What follows belongs to an exercise in optimizing a design on an open flow for small area, a short achievable clock period and few clock cycles; a production flow would make more cautious choices.
RTL that was checked went through simulation tests only; none was proved equivalent to the original.
Power is estimated from default activity; no workload was simulated.

Design rle, start of the top module:
module rle (
	clk,
	nreset,
	start,
	message_addr,
	message_size,
	rle_addr,
	rle_size,
	done,
        port_A_data_in,
        port_A_data_out,
        port_A_addr,
        port_A_we
	);
==> module rle, before the edit <==
module rle (
	clk,
	nreset,
	start,
	message_addr,
	message_size,
	rle_addr,
	rle_size,
	done,
        port_A_data_in,
        port_A_data_out,
        port_A_addr,
        port_A_we
	);
input	clk;
input	nreset;
input	start;
input 	[31:0] message_addr;
input	[31:0] message_size;
input	[31:0] rle_addr;
input   [31:0] port_A_data_out;
output  [31:0] port_A_data_in;
output  [15:0] port_A_addr;
output  port_A_we;
output	[31:0] rle_size;
output	done;
reg        busy;       
reg        done_r;
reg        we;         
reg        aM;         
reg        aR;         
reg        dv;         
reg        lastw;      
reg        fl;         
reg        fls;        
reg [13:0] ra;         
reg [13:0] wa;         
reg [10:0] wleft;      
reg [1:0]  nvl;        
reg [7:0]  val;        
reg [7:0]  cnt;        
reg        have;       
reg        hi;         
reg [13:0] np;         
reg [3:0]  kq;         
reg [4:0]  T;          
reg [15:0] q0, q1, q2, q3, q4;
wire [7:0] b0 = port_A_data_out[7:0];
wire [7:0] b1 = port_A_data_out[15:8];
wire [7:0] b2 = port_A_data_out[23:16];
wire [7:0] b3 = port_A_data_out[31:24];
assign port_A_we = we;
assign port_A_data_in = {q1, q0};
wire [13:0] pa = aM ? message_addr[15:2] : aR ? ra : wa;
wire [12:0] szm1 = message_size[12:0] - 13'd1;    
wire [13:0] pa1 = pa + 14'd1;           
assign port_A_addr = {pa, 2'b00};
assign rle_size = {17'd0, np, 1'b0};    
assign done = done_r;
wire part = lastw & (nvl != 2'd0);      
wire v1 = ~part | (nvl[1]);             
wire v2 = ~part | (nvl == 2'd3);        
wire v3 = ~part;                        
wire x0 = (b0 == val);
wire x1 = (b1 == b0);
wire x2 = (b2 == b1);
wire x3 = (b3 == b2);
wire s0 = hi & (cnt[1:0] == 2'd3);
wire s1 = hi & (cnt[1:0] == 2'd2);
wire s2 = hi & (cnt[1:0] == 2'd1);
wire s3 = hi & (cnt[1:0] == 2'd0);
wire B0 = ~have | ~x0 | s0;
wire B1 = v1 & (~x1 | (x0 & s1));
wire B2 = v2 & (~x2 | (x0 & x1 & s2));
wire B3 = v3 & (~x3 | (x0 & x1 & x2 & s3));
wire E0 = have & (~x0 | s0);
wire E1 = B1;
wire E2 = B2;
wire E3 = B3;
wire ke1 = E0 | E1 | E2 | E3;
wire ke2 = (E0 & (E1 | E2 | E3)) | (E1 & (E2 | E3)) | (E2 & E3);
wire ke3 = (E0 & E1 & (E2 | E3)) | (E2 & E3 & (E0 | E1));
wire ke4 = E0 & E1 & E2 & E3;
wire [7:0] cp1 = cnt + 8'd1;
wire [7:0] cp2 = cnt + 8'd2;
wire [7:0] cp3 = cnt + 8'd3;
wire n1a = E0 & E1;
wire n1b = (E0 | E1) & E2;
wire [1:0] n1c = n1a ? 2'd1 : n1b ? (E0 ? 2'd2 : 2'd1) : (E0 ? 2'd3 : E1 ? 2'd2 : 2'd1);
wire [15:0] N1 = {n1a ? b0 : n1b ? b1 : b2, 6'd0, n1c};
wire n2a = E0 & E1 & E2;
wire [1:0] n2c = n2a ? 2'd1 : (E2 ? 2'd1 : E1 ? 2'd2 : 2'd3);
wire [15:0] N2 = {n2a ? b1 : b2, 6'd0, n2c};
wire [15:0] N3 = {b2, 8'd1};
wire [2:0] nv = part ? {1'b0, nvl} : 3'd4;
wire [7:0] cnt_w = B3 ? 8'd1 : B2 ? {5'd0, nv - 3'd2} : B1 ? {5'd0, nv - 3'd1} :
                   B0 ? {5'd0, nv} : cnt + {5'd0, nv};
wire hi_w = ~(B0 | B1 | B2 | B3) & (part ? (cnt >= 8'd252 - {6'd0, nvl}) : (cnt >= 8'd248));
wire [7:0] val_w = ~v1 ? b0 : ~v2 ? b1 : ~v3 ? b2 : b3;
wire W1 = we ? T[2] : T[0];
wire W2 = we & T[3];
wire W3 = we & T[4];
wire room = ~W2;
wire fire = dv & room;                  
wire flush = fl & room;                 
wire ins = fire | flush;
wire sh = ins & W1;                     
wire k1 = flush | ke1;
wire k2 = ~flush & ke2;
wire k3 = ~flush & ke3;
wire k4 = ~flush & ke4;
wire [4:0] Tn = ~ins ? {2'b0, W3, W2, W1} :
                W1 ? {k4, k3, k2, k1, 1'b1} : {1'b0, k4, k3, k2, k1};
wire [15:0] M0 = (fl | E0) ? {val, cnt} : E1 ? {b0, cp1} : E2 ? {b1, cp2} : {b2, cp3};
wire we_n = Tn[1] | ((fls | flush) & Tn[0]);
wire [15:0] S0 = we ? q2 : q0;
always @(posedge clk) begin
    if (~nreset) begin
        busy <= 1'b0;
        done_r <= 1'b0;
        we <= 1'b0;
        aM <= 1'b1;
        aR <= 1'b0;
    end
    else if (~busy) begin
        if (start) begin
            busy <= 1'b1;
            done_r <= 1'b0;
            we <= 1'b0;
            aM <= 1'b0;
            aR <= 1'b1;
            dv <= 1'b1;
            fl <= 1'b0;
            fls <= 1'b0;
            ra <= pa1;
            wa <= rle_addr[15:2];
            wleft <= szm1[12:2];
            lastw <= (szm1[12:2] == 11'd0);
            nvl <= message_size[1:0];
            cnt <= 8'd0;
            have <= 1'b0;
            hi <= 1'b0;
        end
    end
    else begin
        if (we) begin
            wa <= pa1;
            if (fire) dv <= 1'b0;
        end
        else begin
            if (wleft != 11'd0) begin
                ra <= pa1;
                wleft <= wleft - 11'd1;
                dv <= 1'b1;
                lastw <= (wleft == 11'd1);
            end
            else if (fire)
                dv <= 1'b0;
        end
        if (fire) begin
            val <= val_w;
            cnt <= cnt_w;
            have <= 1'b1;
            hi <= hi_w;
            if (lastw) fl <= 1'b1;
        end
        if (flush) begin
            fl <= 1'b0;
            fls <= 1'b1;
        end
        we <= we_n;
        aR <= ~we_n;
        if (we & fls & ~W1) begin
            busy <= 1'b0;
            done_r <= 1'b1;
            we <= 1'b0;
            aM <= 1'b1;
            aR <= 1'b0;
        end
    end
end
always @(posedge clk) begin
    kq <= (busy & ins) ? {k4, k3, k2, k1} : 4'd0;
    T <= busy ? Tn : 5'd0;
    if (start & ~busy)
        np <= 14'd0;
    else
        np <= np + {11'd0, kq[3], kq[1] & ~kq[3], (kq[0] & ~kq[1]) | (kq[2] & ~kq[3])};
    q0 <= ins ? (sh ? S0 : M0) : S0;
    q1 <= ins ? (sh ? M0 : N1) : q3;
    q2 <= ins ? (sh ? N1 : N2) : q4;
    q3 <= sh ? N2 : N3;
    q4 <= N3;
end
endmodule
export LEC_CHECK = 0
export ABC_AREA = 1
export CAP_MARGIN = 20
export CORE_MARGIN = 2
export CORE_UTILIZATION = 60
export SETUP_SLACK_MARGIN = 2.2
export SLEW_MARGIN = 20
create_clock -name core_clock -period 5.0 [get_ports {clk}]
standard.sh (not shown) runs the stock make flow with config.mk's settings and CLKGATE_MAP_FILE= SYNTH_SCRIPT=/design/flow/synth_recipe.tcl, a recipe that flattens the netlist after the stock synthesis.
==> flow/flow/run.sh <==
#!/bin/bash
# The standard layout, with two changes:
# - every port is buffered by a plain buf_1 cell (the resizer may still size
#   it up) instead of the default delay buffer;
# - clock tree synthesis inserts no dummy loads.
set -euo pipefail
export BUFFER_PORTS_ARGS="-buffer_cell sky130_fd_sc_hd__buf_1"
export CTS_ARGS="-sink_clustering_enable -repair_clock_nets -dont_use_dummy_load -buf_list sky130_fd_sc_hd__clkbuf_8 -sink_clustering_size 20"
bash standard.sh > standard_flow.log 2>&1
Testbench counts at the start, summed over its fixed seeds: cycles 22,297.
Rerun with:
--- a/flow/design.v
+++ b/flow/design.v
@@ -54,5 +54,6 @@
 wire [13:0] pa = aM ? message_addr[15:2] : aR ? ra : wa;
 wire [12:0] szm1 = message_size[12:0] - 13'd1;    
-wire [13:0] pa1 = pa + 14'd1;           
+wire [13:0] pb = aM ? message_addr[15:2] : we ? wa : ra;
+wire [13:0] pa1 = pb + 14'd1;
 assign port_A_addr = {pa, 2'b00};
 assign rle_size = {17'd0, np, 1'b0};    
@@ -106,13 +107,15 @@
 wire ins = fire | flush;
 wire sh = ins & W1;                     
-wire k1 = flush | ke1;
-wire k2 = ~flush & ke2;
-wire k3 = ~flush & ke3;
-wire k4 = ~flush & ke4;
-wire [4:0] Tn = ~ins ? {2'b0, W3, W2, W1} :
-                W1 ? {k4, k3, k2, k1, 1'b1} : {1'b0, k4, k3, k2, k1};
-wire [15:0] M0 = (fl | E0) ? {val, cnt} : E1 ? {b0, cp1} : E2 ? {b1, cp2} : {b2, cp3};
-wire we_n = Tn[1] | ((fls | flush) & Tn[0]);
-wire [15:0] S0 = we ? q2 : q0;
+wire [4:0] Tn = ({5{fire & W1}}  & {ke4, ke3, ke2, ke1, 1'b1}) |
+                ({5{fire & ~W1}} & {1'b0, ke4, ke3, ke2, ke1}) |
+                ({5{flush}}      & {3'b0, W1, 1'b1}) |
+                ({5{~ins}}       & {2'b0, W3, W2, W1});
+wire [3:0] kt = ({4{fire}} & {ke4, ke3, ke2, ke1}) | {3'b0, flush};
+wire we_n = flush | (fire & (W1 ? ke1 : ke2)) | (~ins & (W2 | (fls & W1)));
+wire mv = fl | E0;                     
+wire m0 = ~fl & ~E0 & E1;
+wire m1 = ~fl & ~E0 & ~E1 & E2;
+wire m2 = ~fl & ~E0 & ~E1 & ~E2;
+wire a0 = ins & ~sh;                    
 always @(posedge clk) begin
     if (~nreset) begin
@@ -181,5 +184,5 @@
 end
 always @(posedge clk) begin
-    kq <= (busy & ins) ? {k4, k3, k2, k1} : 4'd0;
+    kq <= busy ? kt : 4'd0;
     T <= busy ? Tn : 5'd0;
     if (start & ~busy)
@@ -187,6 +190,10 @@
     else
         np <= np + {11'd0, kq[3], kq[1] & ~kq[3], (kq[0] & ~kq[1]) | (kq[2] & ~kq[3])};
-    q0 <= ins ? (sh ? S0 : M0) : S0;
-    q1 <= ins ? (sh ? M0 : N1) : q3;
+    q0 <= ({16{a0 & mv}} & {val, cnt}) | ({16{a0 & m0}} & {b0, cp1}) |
+          ({16{a0 & m1}} & {b1, cp2}) | ({16{a0 & m2}} & {b2, cp3}) |
+          ({16{~a0 & we}} & q2) | ({16{~a0 & ~we}} & q0);
+    q1 <= ({16{sh & mv}} & {val, cnt}) | ({16{sh & m0}} & {b0, cp1}) |
+          ({16{sh & m1}} & {b1, cp2}) | ({16{sh & m2}} & {b2, cp3}) |
+          ({16{a0}} & N1) | ({16{~ins}} & q3);
     q2 <= ins ? (sh ? N1 : N2) : q4;
     q3 <= sh ? N2 : N3;
- combinational power went up by about a fifth
- cell count came out higher by roughly a tenth
- first-iteration DRC count came out higher slightly
- clock-buffer cell count does not change
- clock power falls slightly
- wire length climbs by about a fifth
Only the layout flow was run in the second run of this note; the RTL was not checked for function there.


Another version of the RTL of rle (not shown whole).
Size: ~1000 cells after synthesis, ~150 flip-flops, roughly 210 I/O pins.
==> module rle, before the edit <==
module rle (
	clk,
	nreset,
	start,
	message_addr,
	message_size,
	rle_addr,
	rle_size,
	done,
        port_A_data_in,
        port_A_data_out,
        port_A_addr,
        port_A_we
	);
input	clk;
input	nreset;
input	start;
input 	[31:0] message_addr;
input	[31:0] message_size;
input	[31:0] rle_addr;
input   [31:0] port_A_data_out;
output  [31:0] port_A_data_in;
output  [15:0] port_A_addr;
output  port_A_we;
output	[31:0] rle_size;
output	done;
reg        busy;       
reg        done_r;
reg        we;         
reg        aM;         
reg        aR;         
reg        dv;         
reg        lastw;      
reg        fl;         
reg        fls;        
reg [13:0] ra;         
reg [13:0] wa;         
reg [10:0] wleft;      
reg [1:0]  nvl;        
reg [7:0]  val;        
reg [7:0]  cnt;        
reg        have;       
reg        hi;         
reg [13:0] np;         
reg [3:0]  kq;         
reg [4:0]  T;          
reg [15:0] q0, q1, q2, q3, q4;
wire [7:0] b0 = port_A_data_out[7:0];
wire [7:0] b1 = port_A_data_out[15:8];
wire [7:0] b2 = port_A_data_out[23:16];
wire [7:0] b3 = port_A_data_out[31:24];
assign port_A_we = we;
assign port_A_data_in = {q1, q0};
assign port_A_addr = aM ? {message_addr[15:2], 2'b00} :
                     aR ? {ra, 2'b00} : {wa, 2'b00};
assign rle_size = {17'd0, np, 1'b0};    
assign done = done_r;
wire part = lastw & (nvl != 2'd0);      
wire v1 = ~part | (nvl[1]);             
wire v2 = ~part | (nvl == 2'd3);        
wire v3 = ~part;                        
wire x0 = (b0 == val);
wire x1 = (b1 == b0);
wire x2 = (b2 == b1);
wire x3 = (b3 == b2);
wire s0 = hi & (cnt[1:0] == 2'd3);
wire s1 = hi & (cnt[1:0] == 2'd2);
wire s2 = hi & (cnt[1:0] == 2'd1);
wire s3 = hi & (cnt[1:0] == 2'd0);
wire B0 = ~have | ~x0 | s0;
wire B1 = v1 & (~x1 | (x0 & s1));
wire B2 = v2 & (~x2 | (x0 & x1 & s2));
wire B3 = v3 & (~x3 | (x0 & x1 & x2 & s3));
wire E0 = have & (~x0 | s0);
wire E1 = B1;
wire E2 = B2;
wire E3 = B3;
wire ke1 = E0 | E1 | E2 | E3;
wire ke2 = (E0 & (E1 | E2 | E3)) | (E1 & (E2 | E3)) | (E2 & E3);
wire ke3 = (E0 & E1 & (E2 | E3)) | (E2 & E3 & (E0 | E1));
wire ke4 = E0 & E1 & E2 & E3;
wire [7:0] cp1 = cnt + 8'd1;
wire [7:0] cp2 = cnt + 8'd2;
wire [7:0] cp3 = cnt + 8'd3;
wire [15:0] N0 = E0 ? {val, cnt} : E1 ? {b0, cp1} : E2 ? {b1, cp2} : {b2, cp3};
wire n1a = E0 & E1;
wire n1b = (E0 | E1) & E2;
wire [1:0] n1c = n1a ? 2'd1 : n1b ? (E0 ? 2'd2 : 2'd1) : (E0 ? 2'd3 : E1 ? 2'd2 : 2'd1);
wire [15:0] N1 = {n1a ? b0 : n1b ? b1 : b2, 6'd0, n1c};
wire n2a = E0 & E1 & E2;
wire [1:0] n2c = n2a ? 2'd1 : (E2 ? 2'd1 : E1 ? 2'd2 : 2'd3);
wire [15:0] N2 = {n2a ? b1 : b2, 6'd0, n2c};
wire [15:0] N3 = {b2, 8'd1};
wire [2:0] nv = part ? {1'b0, nvl} : 3'd4;
wire [7:0] cnt_w = B3 ? 8'd1 : B2 ? {5'd0, nv - 3'd2} : B1 ? {5'd0, nv - 3'd1} :
                   B0 ? {5'd0, nv} : cnt + {5'd0, nv};
wire hi_w = ~(B0 | B1 | B2 | B3) & (part ? (cnt >= 8'd252 - {6'd0, nvl}) : (cnt >= 8'd248));
wire [7:0] val_w = ~v1 ? b0 : ~v2 ? b1 : ~v3 ? b2 : b3;
wire W1 = we ? T[2] : T[0];
wire W2 = we & T[3];
wire W3 = we & T[4];
wire room = ~W2;
wire fire = dv & room;                  
wire flush = fl & room;                 
wire ins = fire | flush;
wire sh = ins & W1;                     
wire k1 = flush | ke1;
wire k2 = ~flush & ke2;
wire k3 = ~flush & ke3;
wire k4 = ~flush & ke4;
wire [4:0] Tn = ~ins ? {2'b0, W3, W2, W1} :
                W1 ? {k4, k3, k2, k1, 1'b1} : {1'b0, k4, k3, k2, k1};
wire [15:0] M0 = fire ? N0 : {val, cnt};
wire we_n = Tn[1] | ((fls | flush) & Tn[0]);
wire [15:0] S0 = we ? q2 : q0;
always @(posedge clk) begin
    if (~nreset) begin
        busy <= 1'b0;
        done_r <= 1'b0;
        we <= 1'b0;
        aM <= 1'b1;
        aR <= 1'b0;
    end
    else if (~busy) begin
        if (start) begin
            busy <= 1'b1;
            done_r <= 1'b0;
            we <= 1'b0;
            aM <= 1'b0;
            aR <= 1'b1;
            dv <= 1'b1;
            fl <= 1'b0;
            fls <= 1'b0;
            ra <= message_addr[15:2] + 14'd1;
            wa <= rle_addr[15:2];
            wleft <= message_size[12:2] + {10'd0, |message_size[1:0]} - 11'd1;
            lastw <= (message_size[13:2] + {11'd0, |message_size[1:0]}) == 12'd1;
            nvl <= message_size[1:0];
            cnt <= 8'd0;
            have <= 1'b0;
            hi <= 1'b0;
        end
    end
    else begin
        if (we) begin
            wa <= wa + 14'd1;
            if (fire) dv <= 1'b0;
        end
        else begin
            if (wleft != 11'd0) begin
                ra <= ra + 14'd1;
                wleft <= wleft - 11'd1;
                dv <= 1'b1;
                lastw <= (wleft == 11'd1);
            end
            else if (fire)
                dv <= 1'b0;
        end
        if (fire) begin
            val <= val_w;
            cnt <= cnt_w;
            have <= 1'b1;
            hi <= hi_w;
            if (lastw) fl <= 1'b1;
        end
        if (flush) begin
            fl <= 1'b0;
            fls <= 1'b1;
        end
        we <= we_n;
        aR <= ~we_n;
        if (we & fls & ~W1) begin
            busy <= 1'b0;
            done_r <= 1'b1;
            we <= 1'b0;
            aM <= 1'b1;
            aR <= 1'b0;
        end
    end
end
always @(posedge clk) begin
    kq <= (busy & ins) ? {k4, k3, k2, k1} : 4'd0;
    T <= busy ? Tn : 5'd0;
    if (start & ~busy)
        np <= 14'd0;
    else
        np <= np + {11'd0, kq[3], kq[1] & ~kq[3], (kq[0] & ~kq[1]) | (kq[2] & ~kq[3])};
    q0 <= ins ? (sh ? S0 : M0) : S0;
    q1 <= ins ? (sh ? M0 : N1) : q3;
    q2 <= ins ? (sh ? N1 : N2) : q4;
    q3 <= sh ? N2 : N3;
    q4 <= N3;
end
endmodule
export LEC_CHECK = 0
export CAP_MARGIN = 20
export CORE_MARGIN = 2
export CORE_UTILIZATION = 50
export CTS_BUF_LIST = sky130_fd_sc_hd__clkbuf_8
export CTS_CLUSTER_SIZE = 20
export SETUP_SLACK_MARGIN = 2.0
export SLEW_MARGIN = 20
create_clock -name core_clock -period 5.0 [get_ports {clk}]
==> flow/flow/run.sh <==
#!/bin/bash
# The standard layout, with every port buffered by a plain buf_1 cell
# (the resizer may still size it up) instead of the default delay buffer.
set -euo pipefail
export BUFFER_PORTS_ARGS="-buffer_cell sky130_fd_sc_hd__buf_1"
bash standard.sh > standard_flow.log 2>&1
Rerun with:
--- a/flow/design.v
+++ b/flow/design.v
@@ -28,6 +28,4 @@
 reg        done_r;
 reg        we;         
-reg        aM;         
-reg        aR;         
 reg        dv;         
 reg        lastw;      
@@ -52,6 +50,6 @@
 assign port_A_we = we;
 assign port_A_data_in = {q1, q0};
-assign port_A_addr = aM ? {message_addr[15:2], 2'b00} :
-                     aR ? {ra, 2'b00} : {wa, 2'b00};
+assign port_A_addr = ~busy ? {message_addr[15:2], 2'b00} :
+                     we ? {wa, 2'b00} : {ra, 2'b00};
 assign rle_size = {17'd0, np, 1'b0};    
 assign done = done_r;
@@ -112,5 +110,4 @@
                 W1 ? {k4, k3, k2, k1, 1'b1} : {1'b0, k4, k3, k2, k1};
 wire [15:0] M0 = fire ? N0 : {val, cnt};
-wire we_n = Tn[1] | ((fls | flush) & Tn[0]);
 wire [15:0] S0 = we ? q2 : q0;
 always @(posedge clk) begin
@@ -119,6 +116,4 @@
         done_r <= 1'b0;
         we <= 1'b0;
-        aM <= 1'b1;
-        aR <= 1'b0;
     end
     else if (~busy) begin
@@ -127,6 +122,4 @@
             done_r <= 1'b0;
             we <= 1'b0;
-            aM <= 1'b0;
-            aR <= 1'b1;
             dv <= 1'b1;
             fl <= 1'b0;
@@ -168,12 +161,9 @@
             fls <= 1'b1;
         end
-        we <= we_n;
-        aR <= ~we_n;
+        we <= Tn[1] | ((fls | flush) & Tn[0]);
         if (we & fls & ~W1) begin
             busy <= 1'b0;
             done_r <= 1'b1;
             we <= 1'b0;
-            aM <= 1'b1;
-            aR <= 1'b0;
         end
     end
Result: The changed run passed the timing, DRC and antenna checks. Wire length came out higher by a few percent. Total power came out lower slightly. Worst setup slack got worse by 19 ps. Worst hold slack got worse by 12 ps. Clock skew is about the same. Register-to-register slack got worse by 90 ps. Cell area came out higher slightly. Clock power came out lower by a little under a tenth. Utilization came out higher by 0.81 points. Combinational power came out higher by a little under a tenth. Sequential power barely changes. Flip-flop and latch count came out lower by 2.
No functional check of the RTL was part of any run of this note.

-- afterwards: timing with drivers on the ports --
No port has a modelled driver above. Below, the same layouts with a new extraction and two added sets of constraints. Step 1: set_driving_cell puts a clkbuf_16 on clk and a buf_2 on each other input, an assumption about the parent block. Step 2 times the ports against the registers' clock, not the clock port: input delays grow and output delays shrink by t, the midpoint of the rising clock arrivals with the driver on. Slacks: ideal / step 1 / step 2; pairs: ideal / step 1.
run	t (ns)	setup WS [ns]	latest minus earliest clock arrival (ns)	cell pins on the clock port's net
the first run of note 1	0.484	2.310 / 2.273 / 1.853	0.030 / 0.029	1
the second run of note 1	0.497	2.264 / 2.252 / 1.786	0.024 / 0.024	1
the first run of note 2	0.481	2.003 / 2.019 / 1.537	0.017 / 0.017	1
the second run of note 2	0.508	1.984 / 2.007 / 1.500	0.018 / 0.017	1
After both steps every run listed still meets setup and hold. For the second run of note 2, which loses most, drivers alone change the setup slack by +0.023 ns; drivers and shift together by -0.484 ns.
